This design comes from an exercise in tuning for small area, a short achievable clock period and few clock cycles on the open sky130 flow, not from production work. The RTL was checked by simulation tests, not by an equivalence proof against the original design. No activity file was given, so power comes from the tool's default toggle rates.

==> flow/design.v <==
module JAM (
input CLK,
input RST,
output reg [2:0] W,
output reg [2:0] J,
input [6:0] Cost,
output reg [3:0] MatchCount,
output reg [9:0] MinCost,
output reg Valid );
localparam P_COL = 3'd0, P_ROW = 3'd1, P_INS = 3'd2, P_INIT = 3'd3, P_DFS = 3'd4, P_DONE = 3'd5, P_INIT2 = 3'd6;
reg [2:0]  phase;
reg [6:0]  colm [0:7];    
reg [2:0]  lid  [0:7];    
reg [6:0]  lrm  [0:7];    
reg [2:0]  lam  [0:7];    
reg [2:0]  lkey [0:7];    
reg [6:0]  crm;
reg [2:0]  cam;
reg [2:0]  ckey;
reg [7:0]  Lh;            
reg [10:0] P0;            
reg [10:0] P [1:6];       
reg [2:0]  job [0:6];     
reg [7:0]  U;             
reg        adv;           
reg [11:0] G;             
reg [6:0]  cmJ;           
integer k;
wire [6:0] cm  = colm[J];
wire [6:0] d2  = Cost - cm;
wire [6:0] nc  = (W == 3'd0 || Cost < cm) ? Cost : cm;
wire       lt2 = (J == 3'd0 || d2 < crm);
wire       eq2 = (d2 == crm);
wire [2:0] ins_id = W - 3'd1;
reg  [7:0] gt;
always @(*) begin
    for (k = 0; k < 8; k = k + 1)
        gt[k] = (k >= ins_id) || (lkey[k] > ckey);
end
wire do_ins = (phase == P_ROW && J == 3'd0 && W != 3'd0) || (phase == P_INS);
wire [7:0] Lup = {Lh[6:0], 1'b0};      
wire [7:0] Ldn = {1'b0, Lh[7:1]};      
reg  [6:0] rm1;                        
reg  [2:0] na, ca, pa, pj, wup, wdn;   
reg  [10:0] Pm;                        
always @(*) begin
    rm1 = 7'd0; na = 3'd0; ca = 3'd0; pa = 3'd0; pj = 3'd0; wup = 3'd0; wdn = 3'd0; Pm = 11'd0;
    for (k = 0; k < 8; k = k + 1) begin
        rm1 = rm1 | ({7{Lup[k]}} & lrm[k]);
        na  = na  | ({3{Lup[k]}} & lam[k]);
        wup = wup | ({3{Lup[k]}} & lid[k]);
        ca  = ca  | ({3{Lh[k]}}  & lam[k]);
        pa  = pa  | ({3{Ldn[k]}} & lam[k]);
        wdn = wdn | ({3{Ldn[k]}} & lid[k]);
    end
    for (k = 0; k < 7; k = k + 1)
        pj = pj | ({3{Ldn[k]}} & job[k]);
    Pm = {11{Ldn[0]}} & P0;
    for (k = 1; k < 7; k = k + 1)
        Pm = Pm | ({11{Ldn[k]}} & P[k]);
end
wire [11:0] thr = G + {5'd0, cmJ};
wire thr_neg = thr[11];
wire thr_big = |thr[10:7];
function [1:0] cmp7;
    input [6:0] a, b;
    reg [7:0] l, e;
    reg [3:0] l1, e1;
    reg [1:0] l2, e2;
    integer i;
    begin
        l = {1'b0, ~a & b};
        e = {1'b1, ~(a ^ b)};
        for (i = 0; i < 4; i = i + 1) begin
            l1[i] = l[2*i+1] | (e[2*i+1] & l[2*i]);
            e1[i] = e[2*i+1] & e[2*i];
        end
        for (i = 0; i < 2; i = i + 1) begin
            l2[i] = l1[2*i+1] | (e1[2*i+1] & l1[2*i]);
            e2[i] = e1[2*i+1] & e1[2*i];
        end
        cmp7 = {l2[1] | (e2[1] & l2[0]), e2[1] & e2[0]};
    end
endfunction
wire [1:0] c7 = cmp7(Cost, thr[6:0]);
wire ok   = !adv && !thr_neg && (thr_big || c7[1] || c7[0]);
wire less = !thr_neg && (thr_big || c7[1]);
wire leaf = Lh[7];
wire push = ok && !leaf;
wire better = leaf && ok && less;
wire [7:0] candN  = ~U & ~(8'd1 << ca) & ((J == ca) ? 8'hff : (8'hfe << J));
reg  [2:0] nxt; reg has_nxt;
always @(*) begin
    has_nxt = 1'b0; nxt = 3'd0;
    for (k = 7; k >= 0; k = k - 1)
        if (candN[k]) begin has_nxt = 1'b1; nxt = k; end
end
wire [7:0] freeP = ~(U | (8'd1 << J));
reg  [2:0] first;
always @(*) begin
    first = 3'd0;
    for (k = 7; k >= 0; k = k - 1)
        if (freeP[k]) first = k;
    if (freeP[na]) first = na;
end
wire [7:0] Up    = U & ~(8'd1 << pj);
wire [7:0] candP = ~Up & ~(8'd1 << pa) & ((pj == pa) ? 8'hff : (8'hfe << pj));
reg  [2:0] pnxt; reg has_pnxt;
always @(*) begin
    has_pnxt = 1'b0; pnxt = 3'd0;
    for (k = 7; k >= 0; k = k - 1)
        if (candP[k]) begin has_pnxt = 1'b1; pnxt = k; end
end
function [23:0] csa;    
    input [11:0] x, y, z;
    begin
        csa[11:0]  = x ^ y ^ z;
        csa[23:12] = {(x[10:0] & y[10:0]) | (x[10:0] & z[10:0]) | (y[10:0] & z[10:0]), 1'b0};
    end
endfunction
wire [11:0] e_cm   = {5'd0, cmJ};
wire [11:0] e_rm1  = {5'd0, rm1};
wire [11:0] n_cost = ~{5'd0, Cost};
wire [11:0] n_min  = ~{2'd0, MinCost};
wire [23:0] gp1 = csa(G, e_cm, e_rm1);
wire [23:0] gp2 = csa(gp1[11:0], gp1[23:12], n_cost);
wire [11:0] g_push = gp2[11:0] + gp2[23:12] + 12'd1;
wire [23:0] pp3 = csa(gp2[11:0], gp2[23:12], n_min);
wire [11:0] p_push = pp3[11:0] + pp3[23:12] + 12'd2;
wire [23:0] lc1 = csa({2'd0, MinCost}, ~G, ~e_cm);
wire [23:0] lc2 = csa(lc1[11:0], lc1[23:12], {5'd0, Cost});
wire [11:0] leafsum = lc2[11:0] + lc2[23:12] + 12'd2;
wire [9:0]  leafcost = leafsum[9:0];
wire [11:0] g_pop   = {Pm[10], Pm} + {2'd0, MinCost};
reg  [10:0] Pc;
always @(*) begin
    Pc = {11{Lh[0]}} & P0;
    for (k = 1; k < 7; k = k + 1)
        Pc = Pc | ({11{Lh[k]}} & P[k]);
end
wire [11:0] g_adv   = {Pc[10], Pc} + {2'd0, MinCost};
always @(posedge CLK) begin
    if (phase == P_COL) colm[J] <= nc;
    if (phase == P_ROW) begin
        if (lt2) begin
            crm <= d2;
            cam <= J;
            ckey <= 3'd0;
        end else if (eq2) begin
            cam <= J;
            ckey <= ckey + 3'd1;
        end
    end
    if (do_ins) begin
        for (k = 0; k < 8; k = k + 1)
            if (gt[k]) begin
                if (k > 0 && gt[k - 1]) begin
                    lid[k]  <= lid[k - 1];
                    lrm[k]  <= lrm[k - 1];
                    lam[k]  <= lam[k - 1];
                    lkey[k] <= lkey[k - 1];
                end else begin
                    lid[k]  <= ins_id;
                    lrm[k]  <= crm;
                    lam[k]  <= cam;
                    lkey[k] <= ckey;
                end
            end
    end
    if (phase == P_DFS) begin
        for (k = 0; k < 7; k = k + 1)
            if (Lh[k]) job[k] <= J;
        for (k = 1; k < 7; k = k + 1)
            if (Lup[k]) P[k] <= p_push[10:0];
    end
end
reg [2:0]  phase_n, W_n, J_n;
reg        Valid_n, adv_n;
reg [7:0]  Lh_n, U_n;
reg [11:0] G_n;
reg [6:0]  cmJ_n;
reg [10:0] P0_n;
reg [9:0]  MinCost_n;
reg [3:0]  MatchCount_n;
always @(*) begin
    phase_n = phase; W_n = W; J_n = J; Valid_n = Valid;
    Lh_n = Lh; U_n = U; adv_n = adv; G_n = G; cmJ_n = cmJ; P0_n = P0;
    MinCost_n = MinCost; MatchCount_n = MatchCount;
    case (phase)
    P_COL: begin
        {J_n, W_n} = {J, W} + 6'd1;
        if (W == 3'd7 && J == 3'd7) phase_n = P_ROW;
    end
    P_ROW: begin
        if (W == 3'd0) P0_n = ((J == 3'd0) ? 11'd0 : P0) - {4'd0, cm};
        else if (J == 3'd0) P0_n = P0 - {4'd0, crm};
        {W_n, J_n} = {W, J} + 6'd1;
        if (W == 3'd7 && J == 3'd7) phase_n = P_INS;
    end
    P_INS: begin
        P0_n = P0 - {4'd0, crm};
        phase_n = P_INIT;
    end
    P_INIT: begin
        P0_n = P0 + {4'd0, lrm[0]};
        G_n = 12'd1023 + {P0[10], P0} + {5'd0, lrm[0]};
        W_n = lid[0];
        J_n = lam[0];
        Lh_n = 8'd1;
        U_n = 8'd0;
        adv_n = 1'b0;
        MinCost_n = 10'd1023;
        MatchCount_n = 4'd0;
        phase_n = P_INIT2;
    end
    P_INIT2: begin
        cmJ_n = cm;
        phase_n = P_DFS;
    end
    P_DFS: begin
        adv_n = 1'b0;
        if (better) begin
            MinCost_n = leafcost;
            MatchCount_n = 4'd1;
        end else if (leaf && ok)
            MatchCount_n = MatchCount + 4'd1;
        if (push) begin
            U_n = U | (8'd1 << J);
            Lh_n = Lup;
            W_n = wup;
            J_n = first;
            G_n = g_push;
            cmJ_n = colm[first];
        end else if (has_nxt && !leaf) begin
            J_n = nxt;
            cmJ_n = colm[nxt];
            if (adv) G_n = g_adv;
        end else if (Lh[0]) begin
            phase_n = P_DONE;
            Valid_n = 1'b1;
        end else begin
            Lh_n = Ldn;
            W_n = wdn;
            U_n = Up;
            J_n = (has_pnxt && !better) ? pnxt : pj;
            adv_n = !has_pnxt || better;
            G_n = g_pop;
            cmJ_n = colm[pnxt];
        end
    end
    default: ;
    endcase
end
always @(posedge CLK or posedge RST) begin
    if (RST) begin
        phase <= P_COL;
        W <= 3'd0;
        J <= 3'd0;
        Valid <= 1'b0;
    end else begin
        phase <= phase_n;
        W <= W_n;
        J <= J_n;
        Valid <= Valid_n;
    end
end
always @(posedge CLK) begin
    Lh <= Lh_n;
    U <= U_n;
    adv <= adv_n;
    G <= G_n;
    cmJ <= cmJ_n;
    P0 <= P0_n;
    MinCost <= MinCost_n;
    MatchCount <= MatchCount_n;
end
endmodule
==> flow/run.sh <==
#!/bin/bash
# synth_recipe.tcl (not shown) runs the flow's synth.tcl, then flattens the netlist and writes it again
# the make line also repeats each setting of config.mk as NAME=value (left out here)
make -C /OpenROAD-flow-scripts/flow DESIGN_CONFIG=/design/flow/config.mk WORK_HOME=/design/flow/orfs CLKGATE_MAP_FILE= SYNTH_SCRIPT=/design/flow/synth_recipe.tcl finish
==> flow/config.mk <==
export PLATFORM = sky130hd
export DESIGN_NAME = JAM
export DESIGN_NICKNAME = JAM
export VERILOG_FILES = /design/flow/design.v
export SDC_FILE = /design/flow/constraint.sdc
export NUM_CORES = 4
export LEC_CHECK = 0
export CAP_MARGIN = 20
export CORE_MARGIN = 2
export CORE_UTILIZATION = 40
export SETUP_SLACK_MARGIN = 3.5
export SLEW_MARGIN = 20
==> flow/constraint.sdc <==
create_clock -name core_clock -period 8.0 [get_ports {CLK}]
set_input_delay 1.6000 -clock core_clock [delete_from_list [all_inputs] [get_ports {CLK}]]
set_output_delay 1.6000 -clock core_clock [all_outputs]
set_load 0.01 [all_outputs]
==> results of run 1 <==
[cell families after synthesis]
group | Yosys count | share of synthesized area
AOI/OAI and AO/OA | 656 | 0.182
xor gates and xnor gates | 85 | 0.0307
adders and majority gates | 224 | 0.128
buffers and inverters | 308 | 0.0503
DFF | 352 | 0.430
muxes | 199 | 0.0895
and+or+nand+nor | 476 | 0.0895
[metrics by stage]
stage / cells / power, mW
final: 3258 / 6.47
after global routing: 3258 / 6.70
after CTS: 3205 / 6.31
after detailed placement: 3036 / 4.21
after global placement: 3036 / 4.18
after floorplan: 2300 / 3.55
[flip-flops by register name (all words and copies together) (netlist names), 4 cells and up]
| name | count |
|---|---|
| colm | 56 |
| MinCost | 10 |
| cmJ | 7 |
| crm | 7 |
| job | 21 |
| lkey | 21 |
| MatchCount | 4 |
| P0 | 11 |
| lam | 24 |
| G | 12 |
| lrm | 56 |
| lid | 24 |
| U | 8 |
| Lh | 8 |
| P | 66 |
[cells in the mapped netlist (24+ instances only)]
master / instances / area (um^2)
inv_1: 186 / 698
a31oi_1: 33 / 206
mux2i_1: 112 / 1120
nand2_1: 148 / 556
clkbuf_1: 73 / 274
o21bai_1: 24 / 180
a21o_1: 34 / 255
ha_1: 179 / 2240
a222oi_1: 44 / 440
fa_1: 45 / 901
a211oi_1: 34 / 255
edfxtp_1: 342 / 10300
and3_1: 28 / 175
a22oi_1: 87 / 653
o21ai_0: 136 / 681
a21oi_1: 134 / 671
nor2_1: 149 / 559
nand3_1: 55 / 275
mux2_2: 79 / 890
xnor2_1: 69 / 604
[cell usage in the layout (no fill, tap or decap), types with 29 or more instances in the layout]
| cell | instances |
|---|---|
| a21o_1 | 34 |
| a21oi_1 | 106 |
| a21oi_2 | 29 |
| a222oi_1 | 44 |
| a22oi_1 | 78 |
| a31oi_1 | 31 |
| buf_4 | 154 |
| clkbuf_16 | 43 |
| edfxtp_1 | 342 |
| fa_1 | 39 |
| ha_1 | 168 |
| inv_1 | 176 |
| mux2_2 | 79 |
| mux2i_1 | 111 |
| nand2_1 | 145 |
| nand3_1 | 52 |
| nor2_1 | 140 |
| o21ai_0 | 118 |
| xnor2_1 | 59 |
[per-layer routing]
layer	vias to the layer above	GRT usage	share of wire
met3	195	0.0442	0.085
met1	9924	0.344	0.42
met2	1062	0.409	0.45
met5	-	0	0
met4	0	0.104	0.044
li1	8948	-	-
[timing repair]
item	in CTS	in global routing
gates cloned	12	1
gates resized for setup	134	70
pin swaps	57	68
endpoints found under the setup margin	240	159
hold endpoints to repair	0	0
hold buffers	0	0
buffers inserted	87	52
[tightest hold or removal path, stage by stage (launching register included)]
cell	delay, ns
edfxtp_1	0.34
nand2_1	0.05
o21ai_0	0.06
[worst max path at each step]
stage,startpoint,to,depth (start not counted)
floorplan,Lh[4],P[1][10],21
global placement,Cost[1],cmJ[0],14
detailed placement,Cost[2],cmJ[5],14
CTS,Lh[3],G[10],24
global route,Lh[3],G[10],24
finish,Lh[3],G[10],23
[power groups by stage]
stage	clock (mW)	sequential [mW]	combinational (mW)
floorplan	0	2.24	1.31
detailed placement	0	2.26	1.95
finish	1.93	2.22	2.33
global placement	0	2.26	1.92
global route	2.01	2.22	2.47
CTS	1.95	2.21	2.15
[cell type report]
type                    instances  area, um^2
fillers                      5327       31200
multi-input cells            1644       13600
flip-flops and latches        352       10500
repair buffers                221        2140
clock buffers                  47        1090
well taps                     782         978
inverters                     189         717
clock inverters                23         251
==> metrics.md, run 1 <==
| Metric | Value |
|---|---|
| Maximum capacitance violations | `0` |
| CTS tree | `built` |
| Die Y | `251 um` |
| Max FO, Critical Path | `7` |
| Hold path cells | `2` |
| Worst R2R Path Depth | `23` |
| DP Wirelength | `53.6 mm` |
| Number of synthesis warnings | `8` |
| CP arrival | `5.19 ns` |
| Slew margin rel. | `0.252` |
| PnR worst setup slack | `3.11 ns` |
| Crit path max-delay cell type | `edfxtp_1` |
| Placement Cell Area | `25,800 um^2` |
| GRT overflow | `0` |
| Top delay family on crit path | `compound AO/OA/AOI/OAI gates` |
| Area growth syn-to-layout | `19.7%` |
| Die width | `251 um` |
| Die Area | `63,200 um^2` |
| Vias in the first global route | `20,000` |
| Router iterations before antenna repair | `9` |
| Worst-margin pin slew | `1.12 ns` |
| TritonCTS Buffers | `40` |
| Crit path largest cell delay | `0.42 ns` |
| Total Nets Final | `2,681` |
| CORE AREA | `60,500 um^2` |
| WS Path Type | `flip-flop to flip-flop` |
| Vias/cell | `6.18` |
| Starting Density | `0.405` |
| Synth Instances | `2,300` |
| GRT Util Overall | `0.256` |
| Syn_nets | `2,533` |
| Synth cell types | `81` |
| Worst R2R End | `G[10]` |
| Max VDD drop | `0.000151 V` |
| Synth Cell Area | `24,500 um^2` |
| Status | `finished clean` |
| Clock Skews | `0.0167 ns` |
| Worst hold path class | `flip-flop to flip-flop` |
| Clock Power Share | `0.298` |
| Boundary pin count | `30` |
| Primary FF master, synth | `edfxtp_1` |
| Leak | `11.7 nW` |
| Hold Path Sink | `lkey[6][2]` |
| Largest net degree at the start of global routing | `41` |
| Longest Clk Path Bufs | `3` |
| Clock slew at reported path FFs | `0.07 ns` |
| CTS root buf | `clkbuf_16` |
| Cell area power density | `221 nW/um^2` |
| Fmax | `205 MHz` |
| Via count | `20,100` |
| Worst path required time | `8.31 ns` |
| Final Hold Fails | `0` |
| Final wirelength | `82.1 mm` |
| Int Pwr | `4.24 mW` |
| Power share of the combinational group | `0.360` |
| WP buf/inv | `2` |
| # setup viols final | `0` |
| Port bufs | `29` |
| Startpoint types | `flip-flop` |
| Sequential-to-total area share from yosys stat | `0.430` |
| Post-synthesis register bit count | `352` |
| Asr flop ratio synth | `0.0284` |
| Dpl ws | `1.94 ns` |
| Post-route setup TNS | `0 ns` |
| Sw frac | `0.345` |
| RSZ-0062 raised after global routing | `true` |
| Core Rows | `90` |
| Routed len/inst | `25.2 um` |
| DRC | `0` |
| Share of power burned in registers | `0.342` |
| CTS sink count | `352` |
| Max-slew violation count | `0` |
| Share of layout cells above drive strength 1 | `0.209` |
| CP Capture Type | `flip-flop` |
| H-Tree Depth | `2` |
| Antenna Diode Count | `0` |
| Fin crit share | `0.611` |
| Initial antenna violation count | `0` |
| CP Cell Sequence | `buf_6, buf_6, a22oi_2, nand4_4, xnor2_4, o211ai_1, a21oi_1, and4bb_4, a31oi_4, a31oi_1, ha_2, fa_2, a21o_1, a21oi_2, o21bai_1, a21oi_2, o21bai_1, a21oi_2, o21bai_1, a21oi_1, xnor2_1, a211oi_1, o21ai_1` |
| R2r setup slk | `3.11 ns` |
| Min Tclk post-route | `4.89 ns` |
| Core Util, Final | `0.485` |
| Post-synth EDFFs | `342` |
| Initial DRC count | `2,637` |
| R2r startpoint | `Lh[3]` |
| Final ANT Viol Nets | `0` |
| First-pass GRT wire length | `123 mm` |
| GP Congestion | `0.958` |
| WHS | `0.559 ns` |
| Worst Hold Launch | `lkey[5][2]` |
| Net Sw Power | `2.23 mW` |
| Finished Cell Area | `29,300 um^2` |
| Clock latency (worst-skew pair) | `0.58 ns` |
| Synth Area per Inst | `10.6 um^2` |
Testbench counts, summed over its fixed seeds: cycles 5,308.
==> run 2: changes to the inputs <==
--- a/flow/config.mk
+++ b/flow/config.mk
@@ -8,5 +8,5 @@
 export CAP_MARGIN = 20
 export CORE_MARGIN = 2
 export CORE_UTILIZATION = 40
-export SETUP_SLACK_MARGIN = 3.5
+export SETUP_SLACK_MARGIN = 3.0
 export SLEW_MARGIN = 20
==> run 2 against run 1 <==
First-iteration DRC count is 9.0% lower. Total power is 3.0% lower. Maximum frequency is 4.9% lower. Flip-flop and latch count stayed put. Combinational power is 6% lower. Synthesized cell count stayed put. Critical path type unchanged. Largest cell class unchanged. Largest power group is now registers.
==> metrics.md, run 2 <==
| Metric | Value |
|---|---|
| Status | `finished clean` |
| Port bufs | `29 (unchanged)` |
| Leak | `11.2 nW (-4.9%)` |
| Finished Cell Area | `28,200 um^2 (-3.8%)` |
| GRT Util Overall | `0.245 (-0.0107)` |
| Crit path max-delay cell type | `fa_2` |
| Cell area power density | `223 nW/um^2 (+0.79%)` |
| CP Capture Type | `flip-flop` |
| Worst setup path endpoint | `P[3][10]` |
| Crit path largest cell delay | `0.60 ns (+0.18 ns)` |
| Post-synth top area share | `0.419 (unchanged)` |
| Post-synth EDFFs | `342 (unchanged)` |
| Final Hold Fails | `0 (unchanged)` |
| Die width | `251 um (unchanged)` |
| CTS tree | `built` |
| Initial DRC count | `2,400 (-9.0%)` |
| Worst-margin pin slew | `1.12 ns (+0.00199 ns)` |
| R2r startpoint | `Lh[4]` |
| Worst hold path class | `flip-flop to flip-flop` |
| Crit. path cell count | `19 (-17%)` |
| Post-synth top cells | `edfxtp_1 (342), inv_1 (186), ha_1 (179), nor2_1 (149), nand2_1 (148)` |
| Die Y | `251 um (unchanged)` |
| Crit path from | `Lh[4]` |
| CP Cell Sequence | `buf_6, buf_16, a222oi_1, and3_4, fa_1, fa_2, fa_1, inv_2, ha_4, ha_4, fa_2, a21oi_2, nor2_1, nor2_1, o21bai_1, a21oi_2, o21bai_1, a21oi_2, xnor2_2` |
| WS Path Type | `flip-flop to flip-flop` |
| CP arrival | `5.42 ns (+0.23 ns)` |
| H-Tree Depth | `2 (unchanged)` |
| Clock slew at reported path FFs | `0.06 ns (about the same)` |
| Hold path cells | `2 (unchanged)` |
| Pwr Total | `6.28 mW (-3.0%)` |
| Routed len/inst | `25.0 um (-0.71%)` |
| Fin crit share | `0.642 (+0.0315)` |
| Post-route setup TNS | `0 ns (unchanged)` |
| Die Area | `63,200 um^2 (unchanged)` |
| TritonCTS Buffers | `42 (+5.0%)` |
| Worst R2R End | `P[3][10]` |
| Most frequent CP cell | `a21oi_2` |
| Max FO, Critical Path | `6 (-1)` |
| Number of synthesis warnings | `8 (unchanged)` |
| Final ANT Viol Nets | `0 (unchanged)` |
| Longest Clk Path Bufs | `3 (unchanged)` |
| Boundary pin count | `30 (unchanged)` |
| CTS root buf | `clkbuf_16` |
| DP Wirelength | `53.9 mm (+0.51%)` |
| R2r setup slk | `2.86 ns (-0.25 ns)` |
| Min Tclk post-route | `5.14 ns (+0.252 ns)` |
| Initial antenna violation count | `1 (+1)` |
| Max-slew violation count | `0 (unchanged)` |
| Antenna Diode Count | `0 (unchanged)` |
| Commonest non-fill, non-tap cell in the layout | `edfxtp_1` |
| Total Nets Final | `2,600 (-3.0%)` |
| Vias in the first global route | `19,100 (-4.2%)` |
| Fmax | `195 MHz (-4.9%)` |
| Asr flop ratio synth | `0.0284 (unchanged)` |
| Synth Cell Area | `24,500 um^2 (unchanged)` |
| Synth area leaders | `edfxtp_1 (42%), ha_1 (9.1%), mux2i_1 (4.6%)` |
| First-pass GRT wire length | `118 mm (-4.0%)` |
| GRT overflow | `0 (unchanged)` |
| Synth Area per Inst | `10.6 um^2 (unchanged)` |
| Placement Cell Area | `25,700 um^2 (-0.53%)` |
| CORE AREA | `60,500 um^2 (unchanged)` |
| Router iterations before antenna repair | `9 (unchanged)` |
| CTS sink count | `352 (unchanged)` |
| Top delay family on crit path | `adder cells` |
| Area growth syn-to-layout | `15.2%` |
| RSZ-0062 raised after global routing | `true` |
| Final wirelength | `79.6 mm (-3.1%)` |
| Most flop-heavy register | `P` |
| Cell with the most instances after synthesis | `edfxtp_1` |
| Largest net degree at the start of global routing | `41 (unchanged)` |
| Starting Density | `0.405 (unchanged)` |
| Startpoint types | `flip-flop` |
| # setup viols final | `0 (unchanged)` |
| Most frequent cells in the layout | `edfxtp_1 (342), inv_1 (182), ha_1 (173)` |
| Post-synthesis register bit count | `352 (unchanged)` |
| Worst path required time | `8.28 ns (-0.03 ns)` |
| Worst R2R Path Depth | `19 (-17%)` |
| Synth cell types | `81 (unchanged)` |
| Core Rows | `90 (unchanged)` |
| Max FFs per register | `66 (unchanged)` |
| Syn_nets | `2,533 (unchanged)` |
| Final std cells w/o fill | `3,181 (-2.4%)` |
| Share of layout cells above drive strength 1 | `0.165 (-0.0442)` |
| Vias/cell | `6.18 (about the same)` |
| Core Util, Final | `0.466 (-0.0184)` |
| Top Registers | `P: 66 flops, colm: 56 flops, lrm: 56 flops` |
| Primary FF master, synth | `edfxtp_1` |
| GP Congestion | `0.964 (+0.64%)` |
| Max VDD drop | `0.000171 V (+13%)` |
| Inst Count DP | `3,037 (+0.033%)` |
| DRC | `0 (unchanged)` |
| Via count | `19,600 (-2.4%)` |
| Area leader, netlist | `edfxtp_1` |
| Sequential-to-total area share from yosys stat | `0.430 (unchanged)` |
| Clock Skews | `0.0325 ns (+0.0158 ns)` |
| Clock latency (worst-skew pair) | `0.58 ns (about the same)` |
| Synth Instances | `2,300 (unchanged)` |
| WP buf/inv | `3 (+1)` |
| CTS hold repair buffers | `0 (unchanged)` |
| Maximum capacitance violations | `0 (unchanged)` |
| Slew margin rel. | `0.248 (-0.00409)` |
run 2: cell counts after synthesis:
No cell type changed its count.
run 2: metrics by stage:
stage / hold slack [ns] / setup WS, ns
3_3_place_gp: 0.544 / 1.53
2_1_floorplan: 0.504 / 3.01
3_5_place_dp: 0.554 / 1.50
5_1_grt: 0.591 / 2.65
6_report: 0.566 / 2.86
4_1_cts: 0.567 / 2.86
run 2: worst reg2reg max path, stage by stage, from the launching register on:
cell,delay [ns]
edfxtp_1,0.50
buf_6,0.18
buf_16,0.13
a222oi_1,0.31
and3_4,0.28
fa_1,0.47
fa_2,0.60
fa_1,0.43
inv_2,0.09
ha_4,0.20
ha_4,0.17
fa_2,0.45
a21oi_2,0.18
nor2_1,0.05
nor2_1,0.16
o21bai_1,0.10
a21oi_2,0.15
o21bai_1,0.09
a21oi_2,0.17
xnor2_2,0.11
run 2: routing by layer:
metal / GRT usage / share of wire / vias to the layer above
met3: 0.0416 / 0.080 / 149
met5: 0 / 0.00021 / -
met2: 0.401 / 0.47 / 933
met4: 0.0835 / 0.028 / 2
li1: - / - / 8793
met1: 0.328 / 0.42 / 9771
run 2: final cells by class:
class | count | area [um^2]
fillers | 5474 | 32300
multi-input cells | 1642 | 13300
flip-flops and latches | 352 | 10500
repair buffers | 140 | 1360
clock buffers | 56 | 1130
well taps | 782 | 978
inverters | 189 | 718
clock inverters | 20 | 165
run 2: cell families (layout without fill, tap and decap cells):
family / after synthesis / count (layout) / synth area share
buffers and inverters: 308 / 405 / 0.0503
AND/OR/NAND/NOR: 476 / 477 / 0.0895
AO/OA/AOI/OAI: 656 / 657 / 0.182
XOR/XNOR: 85 / 85 / 0.0307
multiplexers: 199 / 199 / 0.0895
flip-flops: 352 / 352 / 0.430
adder cells (fa/ha/maj): 224 / 224 / 0.128
run 2: power by group:
group | leakage (nW) | switching [mW] | internal (mW) | total (mW)
registers | 3.15 | 0.0579 | 2.18 | 2.24
logic | 7.37 | 1.35 | 0.822 | 2.18
clock network | 0.637 | 0.796 | 1.07 | 1.86
run 2: how the worst min path moves through the flow:
stage | slack (ns) | end | startpoint
after floorplan | 0.50 | Valid | Valid
after global placement | 0.54 | lkey[2][1] | lkey[1][1]
after detailed placement | 0.55 | lkey[6][2] | lkey[5][2]
after CTS | 0.57 | Valid | Valid
after global routing | 0.59 | lrm[6][2] | lrm[5][2]
final | 0.57 | lkey[6][2] | lkey[5][2]
run 2: what timing repair did:
item,CTS,global route
hold endpoints to repair,0,0
setup endpoints to repair,132,117
gates cloned,3,3
setup buffers,35,27
resized for setup,84,70
pin swaps,25,56
==> run 3: changes to the inputs <==
--- a/flow/design.v
+++ b/flow/design.v
@@ -18,8 +18,8 @@
 reg [2:0]  cam;
 reg [2:0]  ckey;
 reg [7:0]  Lh;            
-reg [10:0] P0;            
-reg [10:0] P [1:6];       
+reg [9:0]  LB0;           
+reg [9:0]  LB [1:6];      
 reg [2:0]  job [0:6];     
 reg [7:0]  U;             
 reg        adv;           
@@ -42,9 +42,10 @@
 wire [7:0] Ldn = {1'b0, Lh[7:1]};      
 reg  [6:0] rm1;                        
 reg  [2:0] na, ca, pa, pj, wup, wdn;   
-reg  [10:0] Pm;                        
-always @(*) begin
-    rm1 = 7'd0; na = 3'd0; ca = 3'd0; pa = 3'd0; pj = 3'd0; wup = 3'd0; wdn = 3'd0; Pm = 11'd0;
+reg  [9:0] LBm;                        
+reg  [6:0] rmm, rmc;                   
+always @(*) begin
+    rm1 = 7'd0; na = 3'd0; ca = 3'd0; pa = 3'd0; pj = 3'd0; wup = 3'd0; wdn = 3'd0; LBm = 10'd0; rmm = 7'd0; rmc = 7'd0;
     for (k = 0; k < 8; k = k + 1) begin
         rm1 = rm1 | ({7{Lup[k]}} & lrm[k]);
         na  = na  | ({3{Lup[k]}} & lam[k]);
@@ -55,9 +56,13 @@
     end
     for (k = 0; k < 7; k = k + 1)
         pj = pj | ({3{Ldn[k]}} & job[k]);
-    Pm = {11{Ldn[0]}} & P0;
+    LBm = {10{Ldn[0]}} & LB0;
     for (k = 1; k < 7; k = k + 1)
-        Pm = Pm | ({11{Ldn[k]}} & P[k]);
+        LBm = LBm | ({10{Ldn[k]}} & LB[k]);
+    for (k = 0; k < 8; k = k + 1) begin
+        rmm = rmm | ({7{Ldn[k]}} & lrm[k]);
+        rmc = rmc | ({7{Lh[k]}} & lrm[k]);
+    end
 end
 wire [11:0] thr = G + {5'd0, cmJ};
 wire thr_neg = thr[11];
@@ -121,24 +126,23 @@
 wire [11:0] e_cm   = {5'd0, cmJ};
 wire [11:0] e_rm1  = {5'd0, rm1};
 wire [11:0] n_cost = ~{5'd0, Cost};
-wire [11:0] n_min  = ~{2'd0, MinCost};
 wire [23:0] gp1 = csa(G, e_cm, e_rm1);
 wire [23:0] gp2 = csa(gp1[11:0], gp1[23:12], n_cost);
 wire [11:0] g_push = gp2[11:0] + gp2[23:12] + 12'd1;
-wire [23:0] pp3 = csa(gp2[11:0], gp2[23:12], n_min);
-wire [11:0] p_push = pp3[11:0] + pp3[23:12] + 12'd2;
 wire [23:0] lc1 = csa({2'd0, MinCost}, ~G, ~e_cm);
 wire [23:0] lc2 = csa(lc1[11:0], lc1[23:12], {5'd0, Cost});
 wire [11:0] leafsum = lc2[11:0] + lc2[23:12] + 12'd2;
 wire [9:0]  leafcost = leafsum[9:0];
-wire [11:0] g_pop   = {Pm[10], Pm} + {2'd0, MinCost};
-reg  [10:0] Pc;
-always @(*) begin
-    Pc = {11{Lh[0]}} & P0;
+wire [23:0] gb1     = csa({2'd0, MinCost}, ~{2'd0, LBm}, {5'd0, rmm});
+wire [11:0] g_pop   = gb1[11:0] + gb1[23:12] + 12'd1;
+reg  [9:0] LBc;
+always @(*) begin
+    LBc = {10{Lh[0]}} & LB0;
     for (k = 1; k < 7; k = k + 1)
-        Pc = Pc | ({11{Lh[k]}} & P[k]);
-end
-wire [11:0] g_adv   = {Pc[10], Pc} + {2'd0, MinCost};
+        LBc = LBc | ({10{Lh[k]}} & LB[k]);
+end
+wire [23:0] ga1     = csa({2'd0, MinCost}, ~{2'd0, LBc}, {5'd0, rmc});
+wire [11:0] g_adv   = ga1[11:0] + ga1[23:12] + 12'd1;
 always @(posedge CLK) begin
     if (phase == P_COL) colm[J] <= nc;
     if (phase == P_ROW) begin
@@ -171,7 +175,7 @@
         for (k = 0; k < 7; k = k + 1)
             if (Lh[k]) job[k] <= J;
         for (k = 1; k < 7; k = k + 1)
-            if (Lup[k]) P[k] <= p_push[10:0];
+            if (Lup[k]) LB[k] <= leafcost;
     end
 end
 reg [2:0]  phase_n, W_n, J_n;
@@ -179,12 +183,12 @@
 reg [7:0]  Lh_n, U_n;
 reg [11:0] G_n;
 reg [6:0]  cmJ_n;
-reg [10:0] P0_n;
+reg [9:0]  LB0_n;
 reg [9:0]  MinCost_n;
 reg [3:0]  MatchCount_n;
 always @(*) begin
     phase_n = phase; W_n = W; J_n = J; Valid_n = Valid;
-    Lh_n = Lh; U_n = U; adv_n = adv; G_n = G; cmJ_n = cmJ; P0_n = P0;
+    Lh_n = Lh; U_n = U; adv_n = adv; G_n = G; cmJ_n = cmJ; LB0_n = LB0;
     MinCost_n = MinCost; MatchCount_n = MatchCount;
     case (phase)
     P_COL: begin
@@ -192,18 +196,17 @@
         if (W == 3'd7 && J == 3'd7) phase_n = P_ROW;
     end
     P_ROW: begin
-        if (W == 3'd0) P0_n = ((J == 3'd0) ? 11'd0 : P0) - {4'd0, cm};
-        else if (J == 3'd0) P0_n = P0 - {4'd0, crm};
+        if (W == 3'd0) LB0_n = ((J == 3'd0) ? 10'd0 : LB0) + {3'd0, cm};
+        else if (J == 3'd0) LB0_n = LB0 + {3'd0, crm};
         {W_n, J_n} = {W, J} + 6'd1;
         if (W == 3'd7 && J == 3'd7) phase_n = P_INS;
     end
     P_INS: begin
-        P0_n = P0 - {4'd0, crm};
+        LB0_n = LB0 + {3'd0, crm};
         phase_n = P_INIT;
     end
     P_INIT: begin
-        P0_n = P0 + {4'd0, lrm[0]};
-        G_n = 12'd1023 + {P0[10], P0} + {5'd0, lrm[0]};
+        G_n = 12'd1023 - {2'd0, LB0} + {5'd0, lrm[0]};
         W_n = lid[0];
         J_n = lam[0];
         Lh_n = 8'd1;
@@ -270,7 +273,7 @@
     adv <= adv_n;
     G <= G_n;
     cmJ <= cmJ_n;
-    P0 <= P0_n;
+    LB0 <= LB0_n;
     MinCost <= MinCost_n;
     MatchCount <= MatchCount_n;
 end
--- a/flow/config.mk
+++ b/flow/config.mk
@@ -8,5 +8,5 @@
 export CAP_MARGIN = 20
 export CORE_MARGIN = 2
 export CORE_UTILIZATION = 40
-export SETUP_SLACK_MARGIN = 3.0
+export SETUP_SLACK_MARGIN = 4.0
 export SLEW_MARGIN = 20
==> run 3 against run 2 <==
Still clean. Clock skew fell by 0.0086 ns. Flip-flop and latch count decreased by 7. Global-route usage is 0.97 points higher. Via count is 1.8% higher. Combinational power fell by 62%. First-iteration DRC count grew 6.7%. Clock-buffer cell count decreased by 10. Core utilization up 1.9 points. Clock power about the same. Synthesized cell count decreased by 4.0%. Largest cell class unchanged. Largest power group unchanged. Highest routed layer unchanged.
==> metrics.md, run 3 <==
| Metric | Value |
|---|---|
| First-pass GRT wire length | `121 mm (+3.3%)` |
| Initial antenna violation count | `1 (unchanged)` |
| Int Pwr | `3.51 mW (-14%)` |
| Pwr Total | `4.84 mW (-23%)` |
| PnR worst setup slack | `3.68 ns (+0.822 ns)` |
| Fmax | `232 MHz (+19%)` |
| Top Registers | `LB: 60 flops, colm: 56 flops, lrm: 56 flops` |
| H-Tree Depth | `2 (unchanged)` |
| Commonest non-fill, non-tap cell in the layout | `edfxtp_1` |
| Startpoint types | `flip-flop` |
| GP Congestion | `0.924 (-4.2%)` |
| Asr flop ratio synth | `0.0290 (+0.000576)` |
| GRT overflow | `0 (unchanged)` |
| Hold Path Sink | `lkey[6][2]` |
| Max FFs per register | `60 (-9.1%)` |
| Area leader, netlist | `edfxtp_1` |
| Max VDD drop | `0.000169 V (-1.6%)` |
| Worst R2R End | `G[10]` |
| Sequential-to-total area share from yosys stat | `0.427 (-0.00218)` |
| RSZ-0062 raised after global routing | `true` |
| Dpl ws | `2.33 ns (+0.833 ns)` |
| Clock latency (worst-skew pair) | `0.59 ns (about the same)` |
| Worst Hold Launch | `lkey[5][2]` |
| WS Path Type | `flip-flop to flip-flop` |
| Core Rows | `90 (unchanged)` |
| TritonCTS Buffers | `41 (-2.4%)` |
| WHS | `0.566 ns (-0.000187 ns)` |
| Clock slew at reported path FFs | `0.06 ns (about the same)` |
| Final ANT Viol Nets | `0 (unchanged)` |
| Total Nets Final | `2,558 (-1.6%)` |
| Synth cell types | `95 (+17%)` |
| Number of synthesis warnings | `8 (unchanged)` |
| Die Y | `250 um (-0.74%)` |
| Min Tclk post-route | `4.32 ns (-0.822 ns)` |
| CP Capture Type | `flip-flop` |
| CTS sink count | `345 (-2.0%)` |
| Post-synth top area share | `0.417 (-0.00234)` |
| Slew margin rel. | `0.206 (-0.0421)` |
| Worst hold path class | `flip-flop to flip-flop` |
| Die Area | `62,300 um^2 (-1.5%)` |
| Final wirelength | `82.7 mm (+3.9%)` |
| Syn_nets | `2,420 (-4.5%)` |
| CTS tree | `built` |
| Status | `finished clean` |
| CORE AREA | `60,000 um^2 (-0.74%)` |
| Cell with the most instances after synthesis | `edfxtp_1` |
| Hold path cells | `2 (unchanged)` |
| Area growth syn-to-layout | `20.7%` |
| CP arrival | `4.73 ns (-0.69 ns)` |
| Leak | `11.3 nW (+1.2%)` |
| Clock Skews | `0.0239 ns (-0.00856 ns)` |
| Final Hold Fails | `0 (unchanged)` |
| # setup viols final | `0 (unchanged)` |
| Port bufs | `29 (unchanged)` |
| Post-synth top cells | `edfxtp_1 (335), inv_1 (174), ha_1 (151), a22oi_1 (136), nand2_1 (130)` |
| Worst path required time | `8.42 ns (+0.14 ns)` |
| Post-synthesis register bit count | `345 (-2.0%)` |
| Initial DRC count | `2,561 (+6.7%)` |
| Router iterations before antenna repair | `8 (-1)` |
| DRC | `0 (unchanged)` |
| Synth Instances | `2,209 (-4.0%)` |
| Largest net degree at the start of global routing | `60 (+46%)` |
| Worst-margin pin slew | `1.19 ns (+0.0672 ns)` |
| Antenna Diode Count | `0 (unchanged)` |
| Share of layout cells above drive strength 1 | `0.245 (+0.0804)` |
| Sw frac | `0.275 (-0.0771)` |
| Starting Density | `0.402 (-0.00307)` |
| Boundary pin count | `30 (unchanged)` |
| Max-slew violation count | `0 (unchanged)` |
| Routed len/inst | `26.2 um (+4.6%)` |
| Power share of the combinational group | `0.173 (-0.174)` |
| Synth Area per Inst | `10.9 um^2 (+2.6%)` |
| Maximum capacitance violations | `0 (unchanged)` |
| Synth Cell Area | `24,100 um^2 (-1.5%)` |
| CTS hold repair buffers | `0 (unchanged)` |
| Primary FF master, synth | `edfxtp_1` |
| GRT Util Overall | `0.255 (+0.00974)` |
| Fin crit share | `0.540 (-0.103)` |
| R2r setup slk | `3.68 ns (+0.82 ns)` |
| Share of power burned in registers | `0.443 (+0.086)` |
| Longest Clk Path Bufs | `3 (unchanged)` |
| Net Sw Power | `1.33 mW (-40%)` |
| Worst R2R Path Depth | `19 (unchanged)` |
| DP Wirelength | `55.1 mm (+2.3%)` |
| Max FO, Critical Path | `6 (unchanged)` |
| Cell area power density | `166 nW/um^2 (-25%)` |
| CTS root buf | `clkbuf_16` |
| Most frequent cells in the layout | `edfxtp_1 (335), inv_1 (163), ha_1 (142)` |
| Via count | `20,000 (+1.8%)` |
| Post-route setup TNS | `0 ns (unchanged)` |
| R2r startpoint | `Lh[3]` |
| Fill cells | `5,336 (-2.5%)` |
| Vias in the first global route | `19,600 (+2.7%)` |
| Post-synth EDFFs | `335 (-2.0%)` |
| Core Util, Final | `0.485 (+0.0188)` |
| Die width | `250 um (-0.74%)` |
| Clock Power Share | `0.384 (+0.087)` |
| Most flop-heavy register | `LB` |
| Synth area leaders | `edfxtp_1 (42%), ha_1 (7.8%), mux2_2 (4.3%)` |
| Vias/cell | `6.33 (+2.4%)` |
[run 3: worst max-delay path by stage]
stage,startpoint,endpoint,depth (start not counted)
global route,Lh[2],G[10],18
floorplan,Lh[6],G[11],21
detailed placement,Cost[1],cmJ[4],15
finish,Lh[3],G[10],19
CTS,Lh[2],G[11],18
global placement,Cost[4],cmJ[4],14
[run 3: stage by stage]
stage	instances	cell area, um^2
3_5_place_dp	2948	25400
4_1_cts	3094	28000
6_report	3161	29100
5_1_grt	3161	29100
3_3_place_gp	2947	25400
2_1_floorplan	2209	24400
[run 3: repair_timing]
action	in CTS	in global routing
hold endpoints to repair	0	0
gates cloned	8	5
pin swaps	57	75
gates resized for setup	155	136
setup buffers	63	62
setup endpoints to repair	198	141
[run 3: worst max-delay path, cell delays in order, from the launching register on]
cell and delay, ns:
edfxtp_1 0.36, buf_4 0.18, buf_6 0.14, a222oi_1 0.31
and3_4 0.29, fa_1 0.44, fa_1 0.52, inv_1 0.08
ha_4 0.23, nor2b_2 0.15, o21ai_2 0.18, a21boi_2 0.10
o21ai_2 0.16, a21boi_2 0.09, o21ai_2 0.15, a21boi_2 0.08
o21a_1 0.20, o21ai_0 0.20, nand3b_1 0.11, o211ai_1 0.19
[run 3: kinds of logic after synthesis]
family                     Yosys count  synth area share
adders and majority gates          202             0.121
xor gates and xnor gates            71            0.0264
buffers and inverters              294            0.0520
AOI/OAI and AO/OA                  611             0.179
DFF                                345             0.427
and+or+nand+nor                    508             0.104
muxes                              178            0.0903
[run 3: per-layer routing]
layer,part of all wire,track usage
met5,0.000085,0
met2,0.47,0.413
met4,0.055,0.131
met3,0.085,0.0396
met1,0.39,0.330
[run 3: cell type report]
class | instances | area, um^2 | area share
multi-input combinational | 1572 | 13600 | 0.467
sequential | 345 | 10300 | 0.354
timing repair buffer | 212 | 2240 | 0.0768
clock buffer | 46 | 1040 | 0.0359
tap | 782 | 978 | 0.0336
inverter | 175 | 686 | 0.0235
clock inverter | 29 | 256 | 0.00881
[run 3: power by group through the flow]
stage                     Combinational, mW  Sequential [mW]  Clock [mW]
final                                 0.838             2.14        1.86
after global routing                  0.906             2.15        1.95
after CTS                             0.811             2.14        1.88
after detailed placement              0.772             2.18           0
after global placement                0.743             2.18           0
after floorplan                       0.549             2.15           0
Testbench counts of run 3, summed over its fixed seeds: cycles 5,308.
==> run 4: changes to the inputs <==
--- a/flow/config.mk
+++ b/flow/config.mk
@@ -8,5 +8,5 @@
 export CAP_MARGIN = 20
 export CORE_MARGIN = 2
 export CORE_UTILIZATION = 40
-export SETUP_SLACK_MARGIN = 4.0
+export SETUP_SLACK_MARGIN = 3.5
 export SLEW_MARGIN = 20
==> run 4 against run 3 <==
Non-clock buffer count down 86. Maximum frequency fell by 3.5%. Worst setup slack worse by 0.16 ns. Design area is 5.3% lower. Clock skew grew 0.013 ns. Die area is the same. Via count down 3.5%. First-iteration DRC count down 4.8%. Worst hold slack improved by 0.010 ns. Critical endpoint is now W[1].
==> metrics.md, run 4 <==
| Metric | Value |
|---|---|
| # setup viols final | `0 (unchanged)` |
| Port bufs | `29 (unchanged)` |
| Die Area | `62,300 um^2 (unchanged)` |
| Final ANT Viol Nets | `0 (unchanged)` |
| Max FFs per register | `60 (unchanged)` |
| Via count | `19,300 (-3.5%)` |
| Starting Density | `0.402 (unchanged)` |
| CP Cell Sequence | `ha_2, inv_1, fa_1, nor2b_2, o31a_1, o21a_1, nor2_1, xnor2_2, ha_1, nand2_1, nor3_4, a21oi_1, a311oi_2, buf_4, nand2_1, buf_4, a21oi_1, o211a_1, mux2_2` |
| DRC | `0 (unchanged)` |
| WHS | `0.576 ns (+0.0102 ns)` |
| Post-synth EDFFs | `335 (unchanged)` |
| Worst R2R End | `W[1]` |
| Initial antenna violation count | `0 (-1)` |
| Worst R2R Path Depth | `19 (unchanged)` |
| Max FO, Critical Path | `15 (+9)` |
| Fmax | `224 MHz (-3.5%)` |
| Post-synthesis register bit count | `345 (unchanged)` |
| Asr flop ratio synth | `0.0290 (unchanged)` |
| Top Registers | `LB: 60 flops, colm: 56 flops, lrm: 56 flops` |
| Max-slew violation count | `0 (unchanged)` |
| Initial DRC count | `2,437 (-4.8%)` |
| Post-synth top area share | `0.417 (unchanged)` |
| Synth Area per Inst | `10.9 um^2 (unchanged)` |
| CP arrival | `4.93 ns (+0.20 ns)` |
| Antenna Diode Count | `0 (unchanged)` |
| H-Tree Depth | `2 (unchanged)` |
| CTS hold repair buffers | `0 (unchanged)` |
| Fin crit share | `0.559 (+0.0196)` |
| Post-synth top cells | `edfxtp_1 (335), inv_1 (174), ha_1 (151), a22oi_1 (136), nand2_1 (130)` |
| Multi-input gate area | `13,000 um^2 (-4.5%)` |
| First-pass GRT wire length | `118 mm (-3.1%)` |
| Clock slew at reported path FFs | `0.06 ns (about the same)` |
| Clock latency (worst-skew pair) | `0.60 ns (about the same)` |
| Min Tclk post-route | `4.47 ns (+0.157 ns)` |
| Cell area power density | `177 nW/um^2 (+6.7%)` |
| Commonest non-fill, non-tap cell in the layout | `edfxtp_1` |
| CTS tree | `built` |
| Core Rows | `90 (unchanged)` |
| Die Y | `250 um (unchanged)` |
| Routed len/inst | `25.8 um (-1.5%)` |
| CTS root buf | `clkbuf_16` |
| Total Nets Final | `2,471 (-3.4%)` |
| R2r startpoint | `cmJ[0]` |
| DP Wirelength | `54.8 mm (-0.57%)` |
| Boundary pin count | `30 (unchanged)` |
| Fill cells | `5,449 (+2.1%)` |
| Crit path max-delay cell type | `edfxtp_1` |
| Synth cell types | `95 (unchanged)` |
| Vias in the first global route | `19,000 (-3.5%)` |
| CP Capture Type | `flip-flop` |
| R2r setup slk | `3.53 ns (-0.16 ns)` |
| Maximum capacitance violations | `0 (unchanged)` |
| Status | `finished clean` |
| TritonCTS Buffers | `41 (unchanged)` |
| Number of synthesis warnings | `8 (unchanged)` |
| WS Path Type | `flip-flop to flip-flop` |
| Clock Skews | `0.0367 ns (+0.0128 ns)` |
| Router iterations before antenna repair | `6 (-2)` |
| Primary FF master, synth | `edfxtp_1` |
| Syn_nets | `2,420 (unchanged)` |
| Worst hold path class | `flip-flop to flip-flop` |
| CTS sink count | `345 (unchanged)` |
| Leak | `10.7 nW (-5.6%)` |
| Final wirelength | `79.2 mm (-4.2%)` |
| Worst setup path endpoint | `W[1]` |
| Largest net degree at the start of global routing | `62 (+3.3%)` |
| GRT Util Overall | `0.247 (-0.00744)` |
| Die width | `250 um (unchanged)` |
| Final Hold Fails | `0 (unchanged)` |
| Synth Instances | `2,209 (unchanged)` |
| Max VDD drop | `0.000152 V (-10%)` |
| CORE AREA | `60,000 um^2 (unchanged)` |
| Synth area leaders | `edfxtp_1 (42%), ha_1 (7.8%), mux2_2 (4.3%)` |
| Share of layout cells above drive strength 1 | `0.171 (-0.0745)` |
| Longest Clk Path Bufs | `3 (unchanged)` |
| Worst path required time | `8.45 ns (+0.03 ns)` |
| Cell with the most instances after synthesis | `edfxtp_1` |
| GP Congestion | `0.915 (-1.0%)` |
| Worst-margin pin slew | `1.16 ns (-0.0349 ns)` |
| RSZ-0062 raised after global routing | `true` |
| Post-route setup TNS | `0 ns (unchanged)` |
| Reg area | `10,300 um^2 (about the same)` |
| Pwr Total | `4.89 mW (+1.1%)` |
| GRT overflow | `0 (unchanged)` |
| Sequential-to-total area share from yosys stat | `0.427 (unchanged)` |
| Crit path largest cell delay | `0.43 ns (-0.09 ns)` |
| Area growth syn-to-layout | `14.4%` |
| Area leader, netlist | `edfxtp_1` |
| Slew margin rel. | `0.229 (+0.0232)` |
| Most frequent cells in the layout | `edfxtp_1 (335), inv_1 (170), ha_1 (150)` |
| Startpoint types | `flip-flop` |
| Synth Cell Area | `24,100 um^2 (unchanged)` |
| Core Util, Final | `0.460 (-0.0256)` |
| Vias/cell | `6.28 (-0.72%)` |
| Crit path from | `cmJ[0]` |
| Most flop-heavy register | `LB` |
-- run 4: cell counts after synthesis --
Identical to the previous run, type by type.
-- run 4: kinds of logic (layout without fill, tap and decap cells) --
logic type,Yosys count,in the layout,share of synthesized area
AOI/OAI and AO/OA,611,611,0.179
xor gates and xnor gates,71,71,0.0264
adders and majority gates,202,202,0.121
buffers and inverters,294,376,0.0520
DFF,345,345,0.427
muxes,178,178,0.0903
and+or+nand+nor,508,509,0.104
-- run 4: cell type report --
class                           instances  share of cell area
Timing Repair Buffer                  126              0.0462
Clock buffer                           52              0.0402
Multi-Input combinational cell       1571               0.471
Tap cell                              782              0.0355
Inverter                              175              0.0241
Sequential cell                       345               0.374
Clock inverter                         23             0.00925
-- run 4: how the worst min path moves through the flow --
stage | from | endpoint | depth (start not counted)
after floorplan | Valid | Valid | 1
after global placement | lid[5][2] | lid[6][2] | 1
after detailed placement | lid[5][2] | lid[6][2] | 1
after CTS | lid[5][2] | lid[6][2] | 1
after global routing | lid[5][2] | lid[6][2] | 1
final | lid[5][2] | lid[6][2] | 1
-- run 4: repair_timing --
action	4_1_cts	5_1_grt
gates cloned	2	1
setup buffers	21	28
resized for setup	64	66
pin swaps	11	38
setup endpoints to repair	125	113
-- run 4: critical path: cells and delay by family, from the launching register on --
kind,cells,cell delay (ns)
AOI/OAI and AO/OA,6,1.28
and+or+nand+nor,5,0.60
adders and majority gates,3,1.00
xor gates and xnor gates,1,0.16
muxes,1,0.37
buffers and inverters,3,0.50
DFF,1,0.43
-- run 4: per-stage QoR --
step | cells | setup slack [ns] | area (um^2)
2_1_floorplan | 2209 | 3.49 | 24200
3_3_place_gp | 2946 | 2.39 | 25300
3_5_place_dp | 2946 | 2.30 | 25300
4_1_cts | 3044 | 3.50 | 27100
5_1_grt | 3074 | 3.40 | 27600
6_report | 3074 | 3.53 | 27600
-- run 4: metal layers --
layer  global-route usage  wire [um]
met1                0.320      31600
met4                0.126       4260
met3               0.0307       6060
met5                    0          0
met2                0.408      37300
-- run 4: report_power, final --
group | leakage (nW) | total (mW) | internal, mW | switching [mW]
logic | 6.94 | 0.801 | 0.360 | 0.442
registers | 3.08 | 2.14 | 2.08 | 0.0613
clock network | 0.646 | 1.95 | 1.15 | 0.801
total | 10.7 | 4.89 | 3.59 | 1.30
==> run 5: changes to the inputs <==
--- a/flow/design.v
+++ b/flow/design.v
@@ -19,7 +19,7 @@
 reg [2:0]  ckey;
 reg [7:0]  Lh;            
 reg [9:0]  LB0;           
-reg [9:0]  LB [1:6];      
+reg [6:0]  dcol [0:6];    
 reg [2:0]  job [0:6];     
 reg [7:0]  U;             
 reg        adv;           
@@ -42,10 +42,9 @@
 wire [7:0] Ldn = {1'b0, Lh[7:1]};      
 reg  [6:0] rm1;                        
 reg  [2:0] na, ca, pa, pj, wup, wdn;   
-reg  [9:0] LBm;                        
-reg  [6:0] rmm, rmc;                   
-always @(*) begin
-    rm1 = 7'd0; na = 3'd0; ca = 3'd0; pa = 3'd0; pj = 3'd0; wup = 3'd0; wdn = 3'd0; LBm = 10'd0; rmm = 7'd0; rmc = 7'd0;
+reg  [6:0] dm, rmc;                    
+always @(*) begin
+    rm1 = 7'd0; na = 3'd0; ca = 3'd0; pa = 3'd0; pj = 3'd0; wup = 3'd0; wdn = 3'd0; dm = 7'd0; rmc = 7'd0;
     for (k = 0; k < 8; k = k + 1) begin
         rm1 = rm1 | ({7{Lup[k]}} & lrm[k]);
         na  = na  | ({3{Lup[k]}} & lam[k]);
@@ -56,13 +55,10 @@
     end
     for (k = 0; k < 7; k = k + 1)
         pj = pj | ({3{Ldn[k]}} & job[k]);
-    LBm = {10{Ldn[0]}} & LB0;
-    for (k = 1; k < 7; k = k + 1)
-        LBm = LBm | ({10{Ldn[k]}} & LB[k]);
-    for (k = 0; k < 8; k = k + 1) begin
-        rmm = rmm | ({7{Ldn[k]}} & lrm[k]);
+    for (k = 0; k < 7; k = k + 1)
+        dm = dm | ({7{Ldn[k]}} & dcol[k]);
+    for (k = 0; k < 8; k = k + 1)
         rmc = rmc | ({7{Lh[k]}} & lrm[k]);
-    end
 end
 wire [11:0] thr = G + {5'd0, cmJ};
 wire thr_neg = thr[11];
@@ -133,16 +129,12 @@
 wire [23:0] lc2 = csa(lc1[11:0], lc1[23:12], {5'd0, Cost});
 wire [11:0] leafsum = lc2[11:0] + lc2[23:12] + 12'd2;
 wire [9:0]  leafcost = leafsum[9:0];
-wire [23:0] gb1     = csa({2'd0, MinCost}, ~{2'd0, LBm}, {5'd0, rmm});
+wire [23:0] gb1     = csa(G, ~{5'd0, rmc}, {5'd0, dm});
 wire [11:0] g_pop   = gb1[11:0] + gb1[23:12] + 12'd1;
-reg  [9:0] LBc;
-always @(*) begin
-    LBc = {10{Lh[0]}} & LB0;
-    for (k = 1; k < 7; k = k + 1)
-        LBc = LBc | ({10{Lh[k]}} & LB[k]);
-end
-wire [23:0] ga1     = csa({2'd0, MinCost}, ~{2'd0, LBc}, {5'd0, rmc});
-wire [11:0] g_adv   = ga1[11:0] + ga1[23:12] + 12'd1;
+wire [23:0] gq1     = csa({5'd0, dm}, ~{5'd0, rmc}, ~e_cm);
+wire [23:0] gq2     = csa(gq1[11:0], gq1[23:12], {5'd0, Cost});
+wire [11:0] g_popb  = gq2[11:0] + gq2[23:12] + 12'd2;
+wire [6:0]  dnow    = Cost - cmJ;
 always @(posedge CLK) begin
     if (phase == P_COL) colm[J] <= nc;
     if (phase == P_ROW) begin
@@ -174,8 +166,8 @@
     if (phase == P_DFS) begin
         for (k = 0; k < 7; k = k + 1)
             if (Lh[k]) job[k] <= J;
-        for (k = 1; k < 7; k = k + 1)
-            if (Lup[k]) LB[k] <= leafcost;
+        for (k = 0; k < 7; k = k + 1)
+            if (Lh[k]) dcol[k] <= dnow;
     end
 end
 reg [2:0]  phase_n, W_n, J_n;
@@ -237,7 +229,6 @@
         end else if (has_nxt && !leaf) begin
             J_n = nxt;
             cmJ_n = colm[nxt];
-            if (adv) G_n = g_adv;
         end else if (Lh[0]) begin
             phase_n = P_DONE;
             Valid_n = 1'b1;
@@ -245,9 +236,9 @@
             Lh_n = Ldn;
             W_n = wdn;
             U_n = Up;
-            J_n = (has_pnxt && !better) ? pnxt : pj;
-            adv_n = !has_pnxt || better;
-            G_n = g_pop;
+            J_n = has_pnxt ? pnxt : pj;
+            adv_n = !has_pnxt;
+            G_n = better ? g_popb : g_pop;
             cmJ_n = colm[pnxt];
         end
     end
--- a/flow/config.mk
+++ b/flow/config.mk
@@ -8,5 +8,5 @@
 export CAP_MARGIN = 20
 export CORE_MARGIN = 2
 export CORE_UTILIZATION = 40
-export SETUP_SLACK_MARGIN = 3.5
+export SETUP_SLACK_MARGIN = 3.0
 export SLEW_MARGIN = 20
==> run 5 against run 4 <==
Still clean on timing, DRC and antenna. Critical path depth did not move. Combinational power rose by 120%. Global-route usage down 0.78 points. Maximum frequency fell by 7.4%. Die area down 4.0%. Final cell count down 4.8%. Clock power down 9%. Sequential power is about 20% higher. Worst setup slack got worse by 0.36 ns. Core utilization is 0.99 points lower. Wire length is 8.7% lower. Largest cell class unchanged. Highest routed layer unchanged.
==> metrics.md, run 5 <==
| Metric | Value |
|---|---|
| Max VDD drop | `0.000137 V (-9.7%)` |
| Metal3 WL | `5.63 mm (-7.2%)` |
| Die Area | `59,800 um^2 (-4.0%)` |
| Share of layout cells above drive strength 1 | `0.133 (-0.0373)` |
| Routed len/inst | `24.7 um (-4.1%)` |
| R2r startpoint | `J[2]` |
| Worst R2R Path Depth | `19 (unchanged)` |
| Vias in the first global route | `17,900 (-5.8%)` |
| Clock Skews | `0.0271 ns (-0.00959 ns)` |
| Initial DRC count | `2,074 (-15%)` |
| Post-synth top area share | `0.421 (+0.00361)` |
| Total Nets Final | `2,355 (-4.7%)` |
| Primary FF master, synth | `edfxtp_1` |
| Router iterations before antenna repair | `6 (unchanged)` |
| Min Tclk post-route | `4.83 ns (+0.359 ns)` |
| CTS root buf | `clkbuf_16` |
| Die Y | `244 um (-2.0%)` |
| Post-synth top cells | `edfxtp_1 (324), inv_1 (182), ha_1 (156), a21oi_1 (138), nor2_1 (120)` |
| Longest Clk Path Bufs | `3 (unchanged)` |
| Largest net degree at the start of global routing | `49 (-21%)` |
| Worst hold path class | `flip-flop to flip-flop` |
| Via count | `17,800 (-7.6%)` |
| Int Pwr | `4.19 mW (+17%)` |
| Clock latency (worst-skew pair) | `0.57 ns (-0.03 ns)` |
| Synth Instances | `2,102 (-4.8%)` |
| Dpl ws | `2.24 ns (-0.0547 ns)` |
| Power share of the combinational group | `0.291 (+0.127)` |
| CORE AREA | `57,500 um^2 (-4.2%)` |
| CP Capture Type | `flip-flop` |
| H-Tree Depth | `2 (unchanged)` |
| Cell area power density | `237 nW/um^2 (+34%)` |
| Slew margin rel. | `0.242 (+0.0130)` |
| Initial antenna violation count | `0 (unchanged)` |
| DRC | `0 (unchanged)` |
| Clock Power Share | `0.290 (-0.108)` |
| Sequential-to-total area share from yosys stat | `0.432 (+0.00406)` |
| Die width | `244 um (-2.0%)` |
| Post-route setup TNS | `0 ns (unchanged)` |
| Status | `finished clean` |
| Final ANT Viol Nets | `0 (unchanged)` |
| Synth Area per Inst | `11.0 um^2 (+0.77%)` |
| Met1 WL | `29.9 mm (-5.3%)` |
| CP arrival | `5.08 ns (+0.15 ns)` |
| Maximum capacitance violations | `0 (unchanged)` |
| Worst setup path endpoint | `ckey[2]` |
| Clock slew at reported path FFs | `0.06 ns (about the same)` |
| Worst path required time | `8.25 ns (-0.20 ns)` |
| Post-synth EDFFs | `324 (-3.3%)` |
| Vias/cell | `6.10 (-2.9%)` |
| CTS sink count | `334 (-3.2%)` |
| Worst R2R End | `ckey[2]` |
| Synth area leaders | `edfxtp_1 (42%), ha_1 (8.4%), fa_1 (4.9%)` |
| # setup viols final | `0 (unchanged)` |
| Synth Cell Area | `23,100 um^2 (-4.1%)` |
| Area growth syn-to-layout | `11.8%` |
| Core Rows | `88 (-2.2%)` |
| TritonCTS Buffers | `39 (-4.9%)` |
| Startpoint types | `flip-flop` |
| Cell with the most instances after synthesis | `edfxtp_1` |
| Synth cell types | `80 (-16%)` |
| Port bufs | `29 (unchanged)` |
| Met2 routed WL | `34.3 mm (-8.3%)` |
| Antenna Diode Count | `0 (unchanged)` |
| GP Congestion | `0.940 (+2.8%)` |
| Worst Hold Launch | `lkey[5][2]` |
| Fmax | `207 MHz (-7.4%)` |
| Crit path from | `J[2]` |
| PnR worst setup slack | `3.17 ns (-0.359 ns)` |
| Max FO, Critical Path | `21 (+6)` |
| Boundary pin count | `30 (unchanged)` |
| WS Path Type | `flip-flop to flip-flop` |
| Max-slew violation count | `0 (unchanged)` |
| DP Wirelength | `51.2 mm (-6.6%)` |
| First-pass GRT wire length | `109 mm (-7.4%)` |
| Worst-margin pin slew | `1.12 ns (-0.0313 ns)` |
| Starting Density | `0.402 (+0.000529)` |
| Sw frac | `0.317 (+0.0505)` |
| Number of synthesis warnings | `8 (unchanged)` |
| Share of power burned in registers | `0.419 (-0.019)` |
| Net Sw Power | `1.94 mW (+49%)` |
| Post-synthesis register bit count | `334 (-3.2%)` |
| Syn_nets | `2,324 (-4.0%)` |
| Top Registers | `colm: 56 flops, lrm: 56 flops, dcol: 49 flops` |
| Area leader, netlist | `edfxtp_1` |
| Asr flop ratio synth | `0.0299 (+0.000955)` |
| Leak | `9.65 nW (-9.6%)` |
| Fin crit share | `0.604 (+0.0448)` |
| Highest Signal Layer | `met4` |
| Most frequent cells in the layout | `edfxtp_1 (324), inv_1 (181), ha_1 (156)` |
| GRT Util Overall | `0.239 (-0.00781)` |
| CTS tree | `built` |
| GRT overflow | `0 (unchanged)` |
| Commonest non-fill, non-tap cell in the layout | `edfxtp_1` |
| Final wirelength | `72.3 mm (-8.7%)` |
| Final Hold Fails | `0 (unchanged)` |
| RSZ-0062 raised after global routing | `true` |
| R2r setup slk | `3.17 ns (-0.36 ns)` |
==> run 5: changes by cell type after synthesis, sizes merged, moves of 11 or more <==
| cell | before | now |
|---|---|---|
| nand2 | 130 | 111 |
| o21ai | 116 | 103 |
| and3 | 40 | 22 |
| a21oi | 110 | 141 |
| a222oi | 49 | 30 |
| mux2 | 105 | 92 |
| a22oi | 141 | 110 |
| edfxtp | 335 | 324 |
| clkbuf | 72 | 60 |
| nand3 | 68 | 48 |
==> run 5: through the flow <==
step	instances	util	hold slack, ns	power, mW	instance area [um^2]
2_1_floorplan	2102	-	0.493	3.83	23100
5_1_grt	2925	0.450	0.598	6.44	25800
3_3_place_gp	2838	0.423	0.556	4.28	24300
6_report	2925	0.450	0.575	6.13	25800
3_5_place_dp	2838	0.423	0.563	4.34	24300
4_1_cts	2915	0.446	0.577	6.12	25600
==> run 5: kinds of logic after synthesis <==
group | synth area share
adder cells (fa/ha/maj) | 0.134
AO/OA/AOI/OAI | 0.171
buffers and inverters | 0.0500
XOR/XNOR | 0.0317
AND/OR/NAND/NOR | 0.0890
multiplexers | 0.0925
flip-flops | 0.432
==> run 5: what timing repair did <==
| action | 4_1_cts | 5_1_grt |
|---|---|---|
| setup buffers | 8 | 9 |
| setup endpoints to repair | 50 | 91 |
| resized for setup | 9 | 30 |
| hold buffers | 0 | 0 |
| cloned | 1 | 1 |
| pin swaps | 2 | 5 |
==> run 5: layout make-up <==
cell class	instances	area (um^2)
fillers	5314	31600
inverters	183	691
well taps	765	957
flip-flops and latches	334	9980
clock inverters	20	208
clock buffers	48	1010
multi-input cells	1485	12200
repair buffers	90	843
==> run 5: critical path: stages (launching register included) <==
cell and delay [ns]:
dfrtp_4 0.60, buf_6 0.29, mux4_2 0.52, mux2i_1 0.16, buf_4 0.16, inv_1 0.10
ha_1 0.20, inv_1 0.09, fa_1 0.51, ha_1 0.33, nor2b_1 0.13, o21a_1 0.15
o21ai_0 0.15, nand2b_1 0.08, a21oi_1 0.15, nor2b_1 0.06, o21ai_0 0.22, a21oi_2 0.15
o21ai_0 0.11, and3_2 0.31
==> run 5: power groups by stage <==
stage | Clock [mW] | Combinational, mW | Sequential (mW)
floorplan | 0 | 1.35 | 2.49
global placement | 0 | 1.70 | 2.58
detailed placement | 0 | 1.75 | 2.59
CTS | 1.80 | 1.76 | 2.56
global route | 1.87 | 1.97 | 2.60
finish | 1.78 | 1.78 | 2.57
==> run 5: how the worst min path moves through the flow <==
| stage | endpoint | slack [ns] | depth (start not counted) |
|---|---|---|---|
| global route | lid[4][2] | 0.60 | 1 |
| CTS | lid[4][2] | 0.58 | 1 |
| global placement | lid[7][0] | 0.56 | 1 |
| detailed placement | lid[4][2] | 0.56 | 1 |
| finish | lkey[6][2] | 0.57 | 2 |
| floorplan | Valid | 0.49 | 1 |
==> run 5: routing by layer <==
metal	GRT usage	vias up
li1	-	7995
met1	0.319	8869
met2	0.393	830
met3	0.0362	153
met4	0.0925	0
met5	0	-
Testbench counts of run 5, summed over its fixed seeds: cycles 5,268.

==> afterwards: timing with drivers on the ports <==
The flow's constraints put no driver on any port. The routed layouts listed below were extracted and timed again, unchanged, in two steps.
Step 1 sets driving cells, clkbuf_16 on the clock port and buf_2 on the other inputs (assumed; they add their load-dependent delay and slew).
Step 2 adds t to the input delays and takes it off the output delays; t is the mean of the earliest and latest rising clock arrival at the registers after step 1. Input paths then give back, and output paths get back, about the clock's delay inside the block.
Three values: ideal, step 1, step 2; two values: the first two.
run	t (ns)	setup slack, ns	slew at the worst register clock pin (ns)
run 1	0.633	3.114 / 3.114 / 2.810	0.07 / 0.07
run 2	0.627	2.862 / 2.862 / 2.567	0.07 / 0.07
run 3	0.629	3.684 / 3.684 / 3.380	0.07 / 0.07
run 4	0.639	3.527 / 3.527 / 2.969	0.07 / 0.07
run 5	0.611	3.168 / 3.168 / 2.585	0.07 / 0.07
After both steps every run listed still meets setup and hold. The setup slack of run 5, which loses most, moves by 0.000 ns with the drivers and by -0.583 ns with both steps.
